Context: an optimization exercise on an open-source flow, tuned for small area. The choices shown serve that exercise and are no tape-out recipe. Only simulation tests tie the RTL to the original design; equivalence was not proved. Power is estimated from default activity; no workload was simulated.

<file path="config.mk">
export PLATFORM = sky130hd
export DESIGN_NAME = SYS_CTRL
export DESIGN_NICKNAME = SYS_CTRL
export VERILOG_FILES = /design/flow/design.v
export SDC_FILE = /design/flow/constraint.sdc
export NUM_CORES = 4
export LEC_CHECK = 0
export CAP_MARGIN = 20
export CORE_MARGIN = 2
export CORE_UTILIZATION = 40
export SLEW_MARGIN = 20
</file>
<file path="constraint.sdc">
create_clock -name core_clock -period 40.0 [get_ports {clk}]
set_input_delay 8.0000 -clock core_clock [delete_from_list [all_inputs] [get_ports {clk}]]
set_output_delay 8.0000 -clock core_clock [all_outputs]
set_load 0.01 [all_outputs]
</file>
<file path="design.v">
module RST_SYNC
#(
parameter NUM_STAGES = 2
)
(
input wire      RST,
input wire      CLK,
output wire     SYNC_RST
);
reg [NUM_STAGES-1:0] reset_synchronizer;
always @(posedge CLK, negedge RST ) begin
if(!RST)
begin
reset_synchronizer <= 0;
end 
else
begin 
reset_synchronizer <= {reset_synchronizer[NUM_STAGES-2:0],1'b1};
end 
end
assign SYNC_RST = reset_synchronizer[NUM_STAGES-1];
endmodule
module ALU(
input wire   [7:0] A,  
input wire   [7:0] B,  
input wire   [3:0] ALU_FUN,  
input wire CLK,
input wire RST,
input wire Enable,
input wire CLK_EN,  
output reg [15:0]ALU_OUT,  
output reg OUT_VALID
);
reg [15:0]ALU_OUT_COMB;
always @ (*)
begin 
ALU_OUT_COMB =0;
case (ALU_FUN)
4'b0000:    begin 
             ALU_OUT_COMB = A+B;
             end 
4'b0001: 	begin 
			ALU_OUT_COMB = A-B;
			end 
4'b0010: 	begin 
			ALU_OUT_COMB = A*B;
			end 
4'b0011: 	begin 
			ALU_OUT_COMB = (B == 8'd0) ? 16'd0 : A/B;
			end 
4'b0100: 	begin 
			ALU_OUT_COMB = A&B;
			end 
4'b0101: 	begin 
			ALU_OUT_COMB = A|B;
			end 
4'b0110: 	begin 
			ALU_OUT_COMB = ~(A&B);
			end 
4'b0111: 	begin 
			ALU_OUT_COMB = ~(A|B);
			end 
4'b1000: 	begin 
			ALU_OUT_COMB = A^B;
			end 
4'b1001:	begin 
			ALU_OUT_COMB = A~^B;
			end 
4'b1010: 	begin 
		if(A == B)
		begin
			ALU_OUT_COMB = 1;
		end
		else
		begin 
			ALU_OUT_COMB = 0;
		end 
			end 
4'b1011: 	begin 
		if(A > B)
        begin
            ALU_OUT_COMB = 2;
        end
        else
        begin 
			ALU_OUT_COMB = 0;
        end 
			end 
4'b1100: 	begin 
        if(A < B)
        begin
            ALU_OUT_COMB = 3;
        end
        else
        begin 
			ALU_OUT_COMB = 0;
        end 
			end 
4'b1101: 	begin 
			ALU_OUT_COMB = A >> 1;
			end 
4'b1110: 	begin 
			ALU_OUT_COMB = A << 1;
			end 
default : 
			begin
			ALU_OUT_COMB =0;
			end 
endcase 
end 
always @(posedge CLK )
begin
	if(!CLK_EN)
	begin
	ALU_OUT <= ALU_OUT;
	OUT_VALID <= OUT_VALID;
	end
	else if(!RST)
	begin
	ALU_OUT <= 0;
	OUT_VALID <= 0;
	end 
	else if (Enable)
	begin 
    ALU_OUT <= ALU_OUT_COMB;
    OUT_VALID <= 1'b1;
	end 
	else
	begin 
	OUT_VALID <= 0;
	end 
end
endmodule 
module register_file 
#(
parameter  WIDTH = 8,
parameter DEPTH = 16
)
(
input wire WrEn,
input wire CLK,
input wire RST,
input wire RdEn,
input wire [WIDTH-1:0]WrData,
input wire [3:0]Address,
output reg RdData_Valid,
output wire [WIDTH-1:0]REG0,
output wire [WIDTH-1:0]REG1,
output wire [WIDTH-1:0]REG2,
output wire [WIDTH-1:0]REG3,
output reg  [WIDTH-1:0]RdData
);
reg [WIDTH-1:0] rf_mem [DEPTH-1:0];
integer  i;
always @(posedge CLK, negedge RST ) begin
if(!RST)
begin
RdData_Valid <=0;
RdData <= 0;
for(i=0;i<DEPTH;i=i+1)
begin 
if(i == 2)
begin 
rf_mem[2] <= 8'b0010_0001;
end 
else if (i == 3)
begin 
rf_mem[3] <= 8'b0000_1000;
end 
else 
begin 
rf_mem[i] <= 0;
end 
end 
end 
else
begin
RdData_Valid <=0;
RdData <= 0;
if(WrEn)
begin
rf_mem[Address] <= WrData;
end 
else if(RdEn && !WrEn)
begin
RdData <= rf_mem[Address];
RdData_Valid <= 1'b1;
end
end
end 
assign REG0 = rf_mem[0];
assign REG1 = rf_mem[1];
assign REG2 = rf_mem[2];
assign REG3 = rf_mem[3];
endmodule
module CTRL_RX
#(
parameter ADDR_WIDTH = 4,
parameter OPERAND_WIDTH = 16
)
(
input wire RX_D_VLD,
input wire [7:0]RX_P_DATA,
input wire [OPERAND_WIDTH-1:0] ALU_OUT,
input wire ALU_OUT_valid,
input wire clk,
input wire rst, 
input wire [7:0]Rd_D,
input wire Rd_D_Vld,
output reg CLK_Gate_EN,
output reg [3:0]FUN,
output reg EN,
output reg [ADDR_WIDTH-1:0]ADDR,
output reg RdEn,
output reg WrEn,
output reg [7:0]Wr_Data,
output reg CLK_DIV_EN,
output reg [7:0] RF_SEND_TX,
output reg RF_SEND_TX_FLAG,
output reg [15:0] ALU_OUT_LATCHED,
output reg ALU_SEND_FLAG
);
localparam [3:0]IDLE = 4'b0000;
localparam [3:0]WRITE_CMD_RF_S = 4'b0001 ;
localparam [3:0]WRITE_ADDR_RF_S = 4'b0010 ;
localparam [3:0]WRITE_DATA_RF_S = 4'b0011;
localparam [3:0]READ_ADDR_RF_S = 4'b0101;
localparam [3:0]ALU_WNOP_CMD_S = 4'b0110;
localparam [3:0]ALU_WNOP_FUN_S = 4'b0111;
localparam [3:0]ALU_WOP_OPA_S = 4'b1001;
localparam [3:0]ALU_WOP_OPB_S = 4'b1010;
localparam [3:0]ALU_WOP_FUN_S= 4'b1011;
localparam [3:0]RF_WAIT_S =  4'b1110;
localparam [3:0]ALU_EXTRA_STATE = 4'b1111;
localparam [7:0] RF_WRITE_CMD = 8'hAA;
localparam [7:0] RF_READ_CMD = 8'hBB;
localparam [7:0] ALU_W_OP_CMD = 8'hCC;
localparam [7:0] ALU_WN_OP_CMD = 8'hDD;
reg [3:0] present_state, next_state;
always @(posedge clk , negedge rst ) begin
if(!rst)
    begin 
        present_state <= IDLE;
    end 
    else 
    begin 
        present_state <= next_state;
    end 
end
reg store_address_RF;
reg store_data_RF;
reg store_alu_data;
reg [7:0] RF_ADD_STORE;
reg [7:0] RF_DATA_STORE;
always @(posedge clk , negedge rst) begin
if(!rst)
begin 
RF_ADD_STORE <= 0;
end 
else if (store_address_RF)
begin 
RF_ADD_STORE <= RX_P_DATA;
end 
end
always @(posedge clk) begin
if (store_data_RF)
begin 
RF_SEND_TX <= Rd_D ;
end 
end
always @(posedge clk , negedge rst) begin
if(!rst)
begin 
ALU_OUT_LATCHED <=0; 
end 
else if (store_alu_data)
begin 
ALU_OUT_LATCHED <= ALU_OUT;
end 
end
always @(*) begin
case (present_state)
   IDLE : 
                    begin
                                if(!RX_D_VLD)
                                begin 
                                next_state = IDLE;
                                end 
                                else if(RX_P_DATA == RF_WRITE_CMD && RX_D_VLD )
                                begin 
                                next_state = WRITE_ADDR_RF_S;
                                end
                                else if(RX_P_DATA == RF_READ_CMD && RX_D_VLD )
                                begin 
                                next_state = READ_ADDR_RF_S;
                                end 
                                else if(RX_P_DATA == ALU_W_OP_CMD && RX_D_VLD)
                                begin 
                                next_state = ALU_WOP_OPA_S;
                                end
                                else if(RX_P_DATA == ALU_WN_OP_CMD && RX_D_VLD  )
                                begin 
                                next_state = ALU_WOP_FUN_S;
                                end
                                else 
                                begin 
                                next_state = IDLE;
                                end
                    end 
        WRITE_ADDR_RF_S:
                    begin 
                            if(RX_D_VLD)
                            begin 
                            next_state = WRITE_DATA_RF_S;
                            end 
                            else 
                            begin 
                            next_state =  WRITE_ADDR_RF_S;
                            end 
                    end
        WRITE_DATA_RF_S:
                    begin 
                            if(RX_D_VLD)
                                begin 
                                next_state = IDLE;
                                end 
                            else 
                                begin 
                                next_state =  WRITE_DATA_RF_S;  
                                end 
                    end
        READ_ADDR_RF_S:
                    begin
                            if(RX_D_VLD)
                                begin 
                                next_state = RF_WAIT_S;
                                end
                            else
                                begin 
                                next_state = READ_ADDR_RF_S;
                                end  
                    end 
      RF_WAIT_S:
                    begin 
                        if(Rd_D_Vld)
                                begin 
                                next_state = IDLE;
                                end
                        else
                                begin 
                                next_state = RF_WAIT_S;
                                end 
                    end
    ALU_WOP_OPA_S:
                    begin 
                        if(RX_D_VLD)
                                begin
                                next_state = ALU_WOP_OPB_S;
                                end 
                        else 
                                begin 
                                next_state = ALU_WOP_OPA_S;      
                                end 
                    end 
    ALU_WOP_OPB_S:
                    begin 
                        if(RX_D_VLD)
                            begin 
                            next_state = ALU_WOP_FUN_S;
                            end
                        else 
                            begin 
                            next_state = ALU_WOP_OPB_S;
                            end 
                    end 
ALU_WOP_FUN_S:
begin 
                            if(RX_D_VLD)
                                begin 
                                next_state = ALU_EXTRA_STATE;
                                end 
                            else 
                                begin 
                                next_state = ALU_WOP_FUN_S;
                                end
end 
ALU_EXTRA_STATE:
                        begin 
                            if(ALU_OUT_valid)
                                begin
                                next_state = IDLE;
                                end 
                                else 
                                begin 
                                next_state =  ALU_EXTRA_STATE;      
                                end  
                        end 
    default: 
    begin 
    next_state = IDLE; 
    end 
 endcase 
end
always @(*) begin
        CLK_Gate_EN = 0;
        FUN= 4'b0;
        EN= 0 ;
        ADDR=4'b0;
        RdEn= 0 ;
        WrEn= 0;
        Wr_Data= 0;
        CLK_DIV_EN= 1'b1;
        store_address_RF= 1'b0;
        store_data_RF = 1'b0;
        store_alu_data = 1'b0;
        ALU_SEND_FLAG = 1'b0;
        RF_SEND_TX_FLAG = 1'b0;
    case (present_state)
        IDLE:
        begin 
        CLK_Gate_EN = 0;
        FUN= 4'b0;
        EN= 0 ;
        ADDR=4'b0;
        RdEn= 0 ;
        WrEn= 0;
        Wr_Data= 0;
        CLK_DIV_EN= 1'b1;
        end 
        WRITE_ADDR_RF_S:
        begin
        if(RX_D_VLD) 
        begin 
        store_address_RF = 1'b1;
        end 
        else 
        begin 
        store_address_RF = 1'b0;
        end 
        end 
        READ_ADDR_RF_S:
        begin 
        if(RX_D_VLD) 
        begin 
        store_address_RF = 1'b1;
        end 
        else 
        begin 
        store_address_RF = 1'b0;
        end 
        end 
        WRITE_DATA_RF_S:
        begin 
        if(RX_D_VLD) 
        begin 
        Wr_Data = RX_P_DATA;
        ADDR = RF_ADD_STORE;
        WrEn = 1'b1;
        end 
        else 
        begin 
        Wr_Data = RX_P_DATA;
        ADDR = RF_ADD_STORE;
        WrEn = 1'b0;
        end 
        end 
        RF_WAIT_S:
        begin 
        RdEn = 1'b1;
        ADDR = RF_ADD_STORE;
        if(Rd_D_Vld) 
        begin 
        store_data_RF = 1'b1;
        RF_SEND_TX_FLAG = 1'b1;
        end 
        else 
        begin 
        store_data_RF = 1'b0;
        RF_SEND_TX_FLAG = 1'b0;
        end 
        end 
        ALU_WOP_OPA_S:
        begin 
        if(RX_D_VLD) 
        begin 
         WrEn = 1'b1;
         Wr_Data = RX_P_DATA;
         ADDR = 0000_0000;
        end 
        else 
        begin 
        WrEn = 1'b0;
        Wr_Data = RX_P_DATA;
        ADDR = 0000_0000;
        end 
        end 
        ALU_WOP_OPB_S:
        begin 
        if(RX_D_VLD) 
        begin 
         WrEn = 1'b1;
         Wr_Data = RX_P_DATA;
         ADDR = 0000_0001;
        end 
        else 
        begin 
        WrEn = 1'b0;
        Wr_Data = RX_P_DATA;
        ADDR = 0000_0001;
        end 
        end 
        ALU_WOP_FUN_S:
        begin 
        CLK_Gate_EN = 1'b1;
        if(RX_D_VLD) 
        begin 
        FUN = RX_P_DATA;
        EN = 1'b1;
        end 
        else 
        begin 
        FUN = RX_P_DATA;
        EN = 1'b0;
        end 
        end 
        ALU_EXTRA_STATE:
        begin 
        CLK_Gate_EN = 1'b1;
        if(ALU_OUT_valid) 
        begin 
        store_alu_data = 1'b1;
        ALU_SEND_FLAG = 1'b1;
        end 
        else 
        begin 
        store_alu_data = 1'b0;
        ALU_SEND_FLAG = 1'b1;
        end 
        end 
        default: begin
        CLK_Gate_EN = 0;
        FUN= 4'b0;
        EN= 0 ;
        ADDR=4'b0;
        RdEn= 0 ;
        WrEn= 0;
        Wr_Data= 0;
        CLK_DIV_EN= 1'b1;
        store_address_RF= 1'b0;
        store_data_RF = 1'b0;
        store_alu_data = 1'b0;
        ALU_SEND_FLAG = 1'b0;
        RF_SEND_TX_FLAG = 1'b0;
        end 
    endcase
end
endmodule
module CTRL_TX(
input wire clk, 
input wire rst,
input wire UART_TX_busy,
input wire RF_SEND_TX_FLAG,
input wire ALU_SEND_FLAG,
input wire [15:0]ALU_OUT_LATCHED,
input wire [7:0] RF_SEND_TX,
output reg [7:0] P_DATA,
output reg       UART_TX_VALID
);
localparam [2:0] IDLE = 3'b00; 
localparam [2:0] SEND_RD_RF = 3'b01; 
localparam [2:0] SEND_FST_BYTE = 3'b10;
localparam [2:0] SEND_2ND_BYTE = 3'b11;
localparam [2:0] half_alu_delay = 3'b111;
reg [2:0] present_state, next_state;
always @(posedge clk , negedge rst) begin
    if(!rst)
    begin 
    present_state <= 2'b00;
    end 
    else
    begin 
    present_state <= next_state;
    end 
end
always @(*) begin
    case (present_state)
        IDLE: begin 
         if(RF_SEND_TX_FLAG)
         begin 
        next_state = SEND_RD_RF;
         end
         else if(ALU_SEND_FLAG)
         begin 
        next_state = SEND_FST_BYTE;
         end 
         else
         begin 
        next_state = IDLE;
         end 
        end 
        SEND_RD_RF: begin 
        if(!UART_TX_busy)
        begin 
        next_state = SEND_RD_RF;
        end
        else
        begin 
        next_state = IDLE;
        end 
        end 
        SEND_FST_BYTE:begin 
        if(UART_TX_busy)
        begin 
        next_state = half_alu_delay;
        end
        else
        begin 
        next_state = SEND_FST_BYTE ;
        end 
        end 
        half_alu_delay:
        begin
         if(UART_TX_busy)
        begin 
        next_state = half_alu_delay;
        end
        else
        begin 
        next_state = SEND_2ND_BYTE ;
        end 
        end 
        SEND_2ND_BYTE:begin 
        if(UART_TX_busy)
        begin 
            next_state = IDLE;
        end
        else
        begin 
           next_state = SEND_2ND_BYTE ;
        end 
        end 
        default: begin
        next_state = IDLE;
        end
    endcase
end
always @(*) begin
    P_DATA = 8'b0000_0000;
    UART_TX_VALID = 1'b0;
    case (present_state)
        IDLE:begin 
    P_DATA = 8'b0;
    UART_TX_VALID = 1'b0;
        end 
        SEND_RD_RF:begin
    P_DATA = RF_SEND_TX;
    UART_TX_VALID = 1'b1;
        end 
        SEND_FST_BYTE:begin 
    P_DATA = ALU_OUT_LATCHED[7:0];
    UART_TX_VALID = 1'b1;
        end 
        half_alu_delay: begin
    P_DATA = 8'b0;
    UART_TX_VALID = 1'b0;
        end 
        SEND_2ND_BYTE:begin 
    P_DATA = ALU_OUT_LATCHED[15:8];
    UART_TX_VALID = 1'b1;
        end 
    endcase
end
endmodule
module CTRL_TOP 
 (
    input wire clk,
    input wire rst,
    input wire [7:0]Rd_D,
    input wire Rd_D_Vld,
    input wire [15:0]ALU_OUT,
    input wire ALU_OUT_valid,
    input wire UART_RX_VLD,
    input wire [7:0]UART_RX_DATA,
    input wire UART_TX_Busy,
    output wire WrEn,
    output wire RdEn,
    output wire [3:0]ADDR,
    output wire CLK_Gate_EN,
    output wire EN,
    output wire [7:0]WR_DATA,
    output wire CLK_DIV_EN,
    output wire [3:0]FUN,
    output wire [7:0]UART_TX_INPUT,
    output wire UART_TX_VALID
);
wire [7:0]RF_SEND_TX;
wire RF_SEND_TX_FLAG;
wire [15:0]ALU_OUT_LATCHED; 
wire ALU_SEND_FLAG;
CTRL_RX CTRL_RX_U0(
.RX_D_VLD(UART_RX_VLD),
.RX_P_DATA(UART_RX_DATA),
.ALU_OUT(ALU_OUT),
.ALU_OUT_valid(ALU_OUT_valid),
.clk(clk),
.rst(rst), 
.Rd_D(Rd_D),
.Rd_D_Vld(Rd_D_Vld),
.CLK_Gate_EN(CLK_Gate_EN),
.FUN(FUN),
.EN(EN),
.ADDR(ADDR),
.RdEn(RdEn),
.WrEn(WrEn),
.Wr_Data(WR_DATA),
.CLK_DIV_EN(CLK_DIV_EN),
.RF_SEND_TX(RF_SEND_TX),
.RF_SEND_TX_FLAG(RF_SEND_TX_FLAG),
.ALU_OUT_LATCHED(ALU_OUT_LATCHED),
.ALU_SEND_FLAG(ALU_SEND_FLAG)
);
CTRL_TX CTRL_TX_U1 (
.clk(clk), 
.rst(rst),
.UART_TX_busy(UART_TX_Busy),
.RF_SEND_TX_FLAG(RF_SEND_TX_FLAG),
.ALU_SEND_FLAG(ALU_SEND_FLAG),
.ALU_OUT_LATCHED(ALU_OUT_LATCHED),
.RF_SEND_TX(RF_SEND_TX),
.P_DATA(UART_TX_INPUT),
.UART_TX_VALID(UART_TX_VALID)
);
endmodule
module SYS_CTRL(
input wire clk,
input wire rst_n,
input wire [7:0]rx_data,
input wire rx_valid,
input wire tx_busy,
output wire [7:0]tx_data,
output wire tx_valid,
output wire [7:0]uart_config,
output wire [7:0]div_ratio
);
wire [7:0]Rd_D;
wire Rd_D_Vld;
wire [15:0]ALU_OUT;
wire ALU_OUT_valid;
wire WrEn;
wire RdEn;
wire [3:0]ADDR;
wire CLK_Gate_EN;
wire EN;
wire [7:0]wr_data;
wire CLK_DIV_EN;
wire [3:0]FUN;
wire SYNC_RST_CTRL_DOMAIN;
wire [7:0]OPA,OPB;
CTRL_TOP CTRL_TOP_U2(
.clk(clk),
.rst(SYNC_RST_CTRL_DOMAIN),
.Rd_D(Rd_D),
.Rd_D_Vld(Rd_D_Vld),
.ALU_OUT(ALU_OUT),
.ALU_OUT_valid(ALU_OUT_valid),
.UART_RX_VLD(rx_valid),
.UART_RX_DATA(rx_data),
.UART_TX_Busy(tx_busy),
.WrEn(WrEn),
.RdEn(RdEn),
.ADDR(ADDR),
.CLK_Gate_EN(CLK_Gate_EN),
.EN(EN),
.WR_DATA(wr_data),
.CLK_DIV_EN(CLK_DIV_EN),
.FUN(FUN),
.UART_TX_INPUT(tx_data),
.UART_TX_VALID(tx_valid)
);
register_file REGISTER_FILE_U1(
.WrEn(WrEn),
.CLK(clk),
.RST(SYNC_RST_CTRL_DOMAIN),
.RdEn(RdEn),
.WrData(wr_data),
.RdData(Rd_D),
.Address(ADDR),
.RdData_Valid(Rd_D_Vld),
.REG0(OPA),
.REG1(OPB),
.REG2(uart_config),
.REG3(div_ratio)
);
ALU ALU_MODULE_U2(
.A(OPA), 
.B(OPB), 
.ALU_FUN(FUN),
.CLK(clk),
.RST(SYNC_RST_CTRL_DOMAIN),
.Enable(EN),
.CLK_EN(CLK_Gate_EN),
.ALU_OUT(ALU_OUT),
.OUT_VALID(ALU_OUT_valid)
);
RST_SYNC RST_SYNC_REG_FILE(
 .RST(rst_n),
 .CLK(clk),
 .SYNC_RST(SYNC_RST_CTRL_DOMAIN)
);
endmodule
</file>
<file path="run.sh">
#!/bin/bash
# synth_recipe.tcl (not shown) runs the flow's synth.tcl, then flattens the netlist and writes it again
# the make line also repeats each setting of config.mk as NAME=value (left out here)
make -C /OpenROAD-flow-scripts/flow DESIGN_CONFIG=/design/flow/config.mk WORK_HOME=/design/flow/orfs CLKGATE_MAP_FILE= SYNTH_SCRIPT=/design/flow/synth_recipe.tcl finish
</file>
==> summary.txt <==
==> state kept, by name, indices dropped and copies added (netlist names) <==
| name | flops |
|---|---|
| RST_SYNC_REG_FILE.reset_synchronizer | 2 |
| ALU_MODULE_U2.OUT_VALID | 1 |
| REGISTER_FILE_U1.RdData_Valid | 1 |
| CTRL_TOP_U2.CTRL_RX_U0.RF_ADD_STORE | 4 |
| ALU_MODULE_U2.ALU_OUT | 16 |
| CTRL_TOP_U2.CTRL_TX_U1.present_state | 3 |
| CTRL_TOP_U2.CTRL_RX_U0.present_state | 4 |
| CTRL_TOP_U2.CTRL_RX_U0.RF_SEND_TX | 8 |
| CTRL_TOP_U2.CTRL_RX_U0.ALU_OUT_LATCHED | 16 |
| REGISTER_FILE_U1.rf_mem | 128 |
| REGISTER_FILE_U1.RdData | 8 |
==> placed cells by master (no fill, tap or decap), types with 33 or more instances in the layout <==
master | Yosys | final
fa_1 | 38 | 38
a22oi_1 | 33 | 33
inv_1 | 101 | 101
nor2_1 | 161 | 161
o21ai_0 | 85 | 85
nor3_1 | 58 | 58
clkdlybuf4s50_1 | 0 | 36
o21a_1 | 40 | 40
mux2_2 | 145 | 145
a21oi_1 | 115 | 115
xnor2_1 | 34 | 34
ha_1 | 162 | 162
dfrtp_1 | 163 | 162
nand3_1 | 35 | 35
nand2_1 | 167 | 167
==> kinds of logic (layout without fill, tap and decap cells) <==
family                   after synthesis  after routing  share of synthesized area, %
AO/OA/AOI/OAI                        483            483                          19.4
XOR/XNOR                              59             59                          3.06
adder cells (fa/ha/maj)              200            200                          16.5
buffers and inverters                183            197                          4.20
flip-flops                           191            191                          29.1
multiplexers                         177            177                          11.7
other                                  2              9                        0.0445
AND/OR/NAND/NOR                      567            567                          16.0
==> power by group through the flow <==
stage	Sequential, W	Clock (W)	Combinational, W
2_1_floorplan	0.000209	0	0.0000789
3_3_place_gp	0.000211	0	0.000102
3_5_place_dp	0.000211	0	0.000104
4_1_cts	0.000208	0.000165	0.000105
5_1_grt	0.000208	0.000174	0.000118
6_report	0.000207	0.000163	0.000105
==> layout make-up <==
class	count	area, µm²
repair buffers	62	568
clock inverters	15	126
multi-input cells	1495	11300
clock buffers	17	425
fillers	4103	23500
flip-flops and latches	191	4910
well taps	539	674
inverters	103	387
==> metal layers <==
metal | wire length (µm) | global-route usage (%) | vias up
met5 | 0 | 0 | -
met4 | 1090 | 6.09 | 0
met3 | 2420 | 2.27 | 70
met2 | 23700 | 38.1 | 411
met1 | 23000 | 31.8 | 7144
li1 | - | - | 6815
==> cell usage after synthesis (35+ instances only) <==
master	number
a21oi_1	115
clkbuf_1	71
dfrtp_1	163
fa_1	38
ha_1	162
inv_1	101
mux2_2	145
nand2_1	167
nand3_1	35
nor2_1	161
nor3_1	58
o21a_1	40
o21ai_0	85
==> final timing paths <==
check                      depth (start not counted)  slack (ns)                                 endpoint                                     from
setup reg to reg                                 123        8.62                 ALU_MODULE_U2.ALU_OUT[0]            REGISTER_FILE_U1.rf_mem[1][2]
hold reg to reg                                    0        0.26            REGISTER_FILE_U1.rf_mem[5][7]  RST_SYNC_REG_FILE.reset_synchronizer[1]
min in group core_clock                            0        0.35  RST_SYNC_REG_FILE.reset_synchronizer[1]  RST_SYNC_REG_FILE.reset_synchronizer[0]
max in group asynchronous                          1       32.16  RST_SYNC_REG_FILE.reset_synchronizer[1]                                    rst_n
setup / recovery                                 123        8.62                 ALU_MODULE_U2.ALU_OUT[0]            REGISTER_FILE_U1.rf_mem[1][2]
hold / removal                                     0        0.26            REGISTER_FILE_U1.rf_mem[5][7]  RST_SYNC_REG_FILE.reset_synchronizer[1]
==> per-stage QoR <==
stage               power (W)  hold slack [ns]
finish               0.000476            0.259
global route         0.000500            0.288
CTS                  0.000477            0.273
detailed placement   0.000315            0.263
global placement     0.000313            0.262
floorplan            0.000288            0.331
==> worst register-to-register path: cells and delay by family (launching register included) <==
kind / cells / cell delay [ns]
buf+inv: 2 / 0.27
mux: 6 / 2.06
fa+ha+maj: 13 / 3.82
compound gates: 70 / 15.42
flops: 1 / 0.68
simple gates: 32 / 8.89
==> reports/qor.csv <==
metric,value,unit
status,"complete, no violations",
gp_congestion,0.908,
p_comb_share,22.1,%
path_class,flop to flop,
fmax,31.9,MHz
end_kind,flop,
max_stage_delay,0.87,ns
synth_async_sr_flop_share,86.9,%
clockBufferDepth,2,
first_iter_violations,1218,
die_w,210,µm
path_max_fanout,19,
postSynthAreaPerCell,9.07,µm²
fin_nets,2082,
overflow,0,
stdcell_count,2422,
fin_setup_tns,0,ns
grt_util_all_layers,22.8,%
fin_crit_sh,78.4,%
numCtsBuffers,17,
vias_per_cell,5.96,
layout_min_cycle_time,31.38,ns
setup_slack,8.62,ns
synthFlopType,dfrtp_1,
synth.area.top_cells,"dfrtp_1 (24%), ha_1 (12%), mux2_2 (9.7%)",
root_buffer,clkbuf_16,
utilization,44.0,%
synth.largest_area_cell,dfrtp_1,
final-hold-violation-count,0,
drv_slew,0,
setup_violations,0,
std_cell_rows,75,
dp_cells,2390,
first_global_vias,14100,
synth_edf_count,25,
synthCells,1862,
arrival,31.57,ns
syn-cell-area,16900,µm²
design_area,18400,µm²
port-buffer-count,36,
cp-start-kind,flop,
peakVddDrop,30.6,µV
grt_max_degree,145,
timing.critical_path.buf_inv,2,
drc,0,
crit_family,compound AO/OA/AOI/OAI gates,
antenna_found_initial,0,
synth_cell_type_count,95,
place_area,17800,µm²
max-cap-violations,0,
switchingPower,0.000152,W
cts_tree,built,
core_area,41900,µm²
switching_share,32.0,%
clk_latency,0.45,ns
start_util,40.4,%
drive_above_1_share,13.0,%
clock_power_share,34.3,%
boundaryPins,37,
yosysWarnings,6,
seqPwrFrac,43.6,%
ant_nets,0,
die_area,43900,µm²
clkTransAtPathRegs,0.07,ns
post_cts_buffers,0,
grt_pass1_wl,79.3,mm
fin_worst_skew,0.0118,ns
powerDensity,25.9,nW/µm²
crit_required,40.19,ns
ctsHoldBuffers,0,
slowest_stage,nor4_4,
vias,14400,
drtPass1Iterations,6,
wl,50.2,mm
hp-class,flop to asynchronous set/reset pin,
n_antenna_cell,0,
yosysSeqAreaShare,29.1,%
cts_resized,0,
synth_top_area_share,24.1,%
wl_per_cell,20.7,µm
cpMostUsedCell,o21a_1,
rsz0062_at_grt,no,
synth.ff_latch_count,191,
dp_hpwl,36.3,mm
tightest_slew,0.965,ns
die_h,210,µm
cts.sinks,191,
area_growth,8.92,%
p_int,0.000323,W
htreeDepth,4,
maxSlewHeadroom,35.2,%
p_leak,8.97,nW
pre_cts_slack,9.06,ns

separate check: timing with driven ports:
Ports are ideal in the flow. The routed layout listed here was re-timed in OpenROAD. Step 1: set_driving_cell puts a clkbuf_16 on clk and a buf_2 on each other input, an assumption about the parent block. Step 2 also shifts input and output timing later by t, the mid clock arrival at the registers, as if the neighbouring blocks saw the same clock. Three values: ideal ports, drivers, drivers and shift; two values: the first two.
t, ns: 0.490
setup slack, ns: 8.623 / 8.623 / 8.623
worst setup path at the end: register to register
worst slew at a driven data input, ns: 0.04
After both steps this run still meets setup and hold. For this run, drivers alone change the setup slack by 0.000 ns; drivers and shift together by 0.000 ns.
